What follows belongs to an exercise in optimizing a design on an open flow for small area; a production flow would make more cautious choices. RTL that was checked went through simulation tests only; none was proved equivalent to the original.

==> module cfs_ctrl, before the edit <==
  module cfs_ctrl (
    input             clk,
    input             reset_n,
    input             rx_empty,
    output            pop,
    input      [33:0] src,         
    output reg [31:0] buf_data,
    output reg        push_valid,
    output     [34:0] push_item,
    input             tx_full,
    input      [2:0]  ctrl_code
  );
    integer j, k, t;
    function automatic [2:0] f_sub3(input [2:0] a, input [2:0] b);
      integer x, y;
      f_sub3 = 0;
      for (x = 0; x < 8; x = x + 1)
        for (y = 0; y < 8; y = y + 1)
          if (a == x && b == y) f_sub3 = x - y;
    endfunction
    function automatic [2:0] f_add3(input [2:0] a, input [2:0] b);
      integer x, y;
      f_add3 = 0;
      for (x = 0; x < 8; x = x + 1)
        for (y = 0; y < 8; y = y + 1)
          if (a == x && b == y) f_add3 = x + y;
    endfunction
    function automatic f_ge3(input [2:0] a, input [2:0] b);
      integer x, y;
      f_ge3 = 0;
      for (x = 0; x < 8; x = x + 1)
        for (y = 0; y <= x; y = y + 1)
          if (a == x && b == y) f_ge3 = 1'b1;
    endfunction
    function automatic f_gt3(input [2:0] a, input [2:0] b);
      integer x, y;
      f_gt3 = 0;
      for (x = 0; x < 8; x = x + 1)
        for (y = 0; y < x; y = y + 1)
          if (a == x && b == y) f_gt3 = 1'b1;
    endfunction
    function automatic [3:0] f_add43(input [2:0] a, input [2:0] b);
      integer x, y;
      f_add43 = 0;
      for (x = 0; x < 8; x = x + 1)
        for (y = 0; y < 8; y = y + 1)
          if (a == x && b == y) f_add43 = x + y;
    endfunction
    function automatic f_sum_is(input [1:0] a, input [2:0] b, input integer c);
      integer x;
      f_sum_is = 0;
      for (x = 0; x < 4; x = x + 1)
        if (c - x >= 0 && c - x < 8)
          if (a == x && b == c - x) f_sum_is = 1'b1;
    endfunction
    function automatic f_win(input [2:0] code, input integer p);
      f_win = (code[2] ? (code[0] ? 4 : 2 + 2 * code[1]) : ({code[1], code[0]} + 1)) > p;
    endfunction
    wire [2:0] ctrl_size   = {ctrl_code[2] & ctrl_code[0], ctrl_code[2] & ~ctrl_code[0], ~ctrl_code[2]};
    wire [1:0] ctrl_offset = {ctrl_code[1], ctrl_code[0] & ~ctrl_code[2]};
    reg [2:0]  rem;
    reg [2:0]  ptr;
    reg [2:0]  aligned;
    reg [31:0] push_data;
    reg        pd_used;      
    reg [2:0]  push_code;
    assign pop       = ~rx_empty & (rem == 3'd0);
    assign push_item = {push_code, push_data};
    wire [31:0] sdata = src[31:0];
    wire        p_c3  = src[33] & src[32];
    wire [1:0]  p_off = p_c3 ? src[3:2] : 2'b00;
    reg  [2:0]  p_size;
    always_comb begin
      casez ({src[33:32], src[3:0]})
        6'b00_????: p_size = 3'd1;
        6'b01_????: p_size = 3'd2;
        6'b10_????: p_size = 3'd4;
        6'b11_01_01: p_size = 3'd5;
        6'b11_10_01: p_size = 3'd2;
        6'b11_10_10: p_size = 3'd3;
        6'b11_10_11: p_size = 3'd6;
        6'b11_11_01: p_size = 3'd7;
        default:  p_size = 3'd1;
      endcase
    end
    wire [2:0] src_off = pop ? {1'b0, p_off} : ptr;
    wire [2:0] avail   = pop ? p_size : rem;
    wire       has_src = pop | (rem != 3'd0);
    wire hold   = push_valid & tx_full;
    wire [2:0] a_eff  = push_valid ? 3'd0 : aligned;
    wire [2:0] need   = ctrl_size - a_eff;
    wire       enough = has_src & (avail >= need);
    wire big = a_eff > ctrl_size;
    wire [3:0] pos = {2'b00, ctrl_offset} + {1'b0, a_eff};
    wire [3:0] pos_eq, soff_eq, av_gt, wm;
    for (genvar p = 0; p < 4; p = p + 1) begin : g_eq
      assign pos_eq[p]  = (pos == p);
      assign soff_eq[p] = (src_off == p);
      assign av_gt[p]   = (avail > p);
      assign wm[p]      = f_win(ctrl_code, p) | big;
    end
    reg [15:0] bsel;
    always_comb begin
      for (j = 0; j < 4; j = j + 1)
        for (k = 0; k < 4; k = k + 1) begin
          bsel[4*j+k] = 1'b0;
          for (t = 0; t <= j && t <= k; t = t + 1)
            bsel[4*j+k] = bsel[4*j+k] | (pos_eq[j-t] & soff_eq[k-t] & av_gt[t]);
          bsel[4*j+k] = bsel[4*j+k] & wm[j];
        end
    end
    reg [31:0] outb;
    always_comb begin
      outb = 0;
      for (j = 0; j < 4; j = j + 1)
        for (k = 0; k < 4; k = k + 1)
          outb[8*j +: 8] = outb[8*j +: 8] | (sdata[8*k +: 8] & {8{bsel[4*j+k]}});
    end
    wire [3:0] ptr_sum = {1'b0, src_off} + {1'b0, hold ? 3'd0 : need};
    always @(posedge clk) begin
      buf_data <= sdata;
      ptr      <= ptr_sum[3:2] != 2'b00 ? 3'd4 : {1'b0, ptr_sum[1:0]};
      if (~hold) push_code <= ctrl_code;
      if (~hold) push_data <= (push_data & {32{~push_valid & pd_used}}) | outb;
    end
    always @(posedge clk or negedge reset_n) begin
      if (!reset_n) begin
        rem        <= 0;
        aligned    <= 0;
        push_valid <= 0;
        pd_used    <= 0;
      end
      else begin
        rem        <= hold ? avail : enough ? avail - need : 3'd0;
        aligned    <= a_eff + avail;    
        push_valid <= hold | enough;
        pd_used    <= 1'b1;
      end
    end
  endmodule
==> flow/config.mk <==
export PLATFORM = sky130hd
export DESIGN_NAME = cfs_aligner
export DESIGN_NICKNAME = cfs_aligner
export VERILOG_FILES = /design/flow/design.v
export SDC_FILE = /design/flow/constraint.sdc
export NUM_CORES = 4
export LEC_CHECK = 0
export CAP_MARGIN = 0
export CORE_MARGIN = 2
export CORE_UTILIZATION = 60
export SLEW_MARGIN = 0
==> flow/constraint.sdc <==
create_clock -name core_clock -period 10.0 [get_ports {clk}]
set_input_delay 2.0000 -clock core_clock [delete_from_list [all_inputs] [get_ports {clk}]]
set_output_delay 2.0000 -clock core_clock [all_outputs]
set_load 0.01 [all_outputs]
standard.sh (not shown) runs the stock make flow with config.mk's settings and CLKGATE_MAP_FILE= SYNTH_SCRIPT=/design/flow/synth_recipe.tcl, a recipe that flattens the netlist after the stock synthesis.
==> flow/flow/run.sh <==
#!/bin/bash
set -euo pipefail
bash standard.sh \
  "BUFFER_PORTS_ARGS=-buffer_cell sky130_fd_sc_hd__buf_1" \
  "CTS_ARGS=-sink_clustering_enable -repair_clock_nets -buf_list sky130_fd_sc_hd__clkbuf_8 -sink_clustering_size 16 -sink_clustering_max_diameter 70 -dont_use_dummy_load" \
  finish > standard.log 2>&1
The starting point ran to the end with no violations.
==> next run, changes <==
--- a/flow/design.v
+++ b/flow/design.v
@@ -228,11 +228,11 @@
       for (j = 0; j < 4; j = j + 1)
         for (k = 0; k < 4; k = k + 1) begin
           bsel[4*j+k] = 1'b0;
           for (t = 0; t <= j && t <= k; t = t + 1)
             bsel[4*j+k] = bsel[4*j+k] | (pos_eq[j-t] & soff_eq[k-t] & av_gt[t]);
-          bsel[4*j+k] = bsel[4*j+k] & wm[j];
+          bsel[4*j+k] = bsel[4*j+k] & wm[j] & ~hold;
         end
     end
     reg [31:0] outb;
     always_comb begin
       outb = 0;
@@ -243,11 +243,11 @@
     wire [3:0] ptr_sum = {1'b0, src_off} + {1'b0, hold ? 3'd0 : need};
     always @(posedge clk) begin
       buf_data <= sdata;
       ptr      <= ptr_sum[3:2] != 2'b00 ? 3'd4 : {1'b0, ptr_sum[1:0]};
       if (~hold) push_code <= ctrl_code;
-      if (~hold) push_data <= (push_data & {32{~push_valid & pd_used}}) | outb;
+      push_data <= (push_data & {32{hold | (~push_valid & pd_used)}}) | outb;
     end
     always @(posedge clk or negedge reset_n) begin
       if (!reset_n) begin
         rem        <= 0;
         aligned    <= 0;
Core utilization rises by 0.61 points.
Worst hold slack loses 0.069 ns.
Die area shrinks by 0.96%.
Routed wire length shrinks by 0.39%.
Fmax falls by 3.7%.
Final area falls by 0.99%.
Worst setup slack loses 0.20 ns.
The RTL of the second run of this note was laid out without a check of its function.

-- static timing again, ports no longer ideal --
How much do the figures lean on ideal ports? The routed layouts below were timed once more, with nothing changed but the port constraints. Step 1 sets driving cells, clkbuf_16 on the clock port and buf_2 on the other inputs (assumed; they add their load-dependent delay and slew). Step 2, shift: input delay + t, output delay - t, t = (earliest + latest rising clock arrival at the registers) / 2. This alone moves slack from input paths to output paths. Slacks: no drivers / after step 1 / after step 2; pairs: no drivers / after step 1.
run	shift t [ns]	setup slack, ns	clock arrival spread, ns	worst data-port slew with drivers (ns)
the first run	0.703	4.870 / 4.840 / 4.848	0.036 / 0.036	0.07
the second run	0.707	4.673 / 4.652 / 4.652	0.068 / 0.069	0.07
After both steps every run listed still meets setup and hold. For the first run, which loses most, drivers alone change the setup slack by -0.030 ns; drivers and shift together by -0.022 ns.
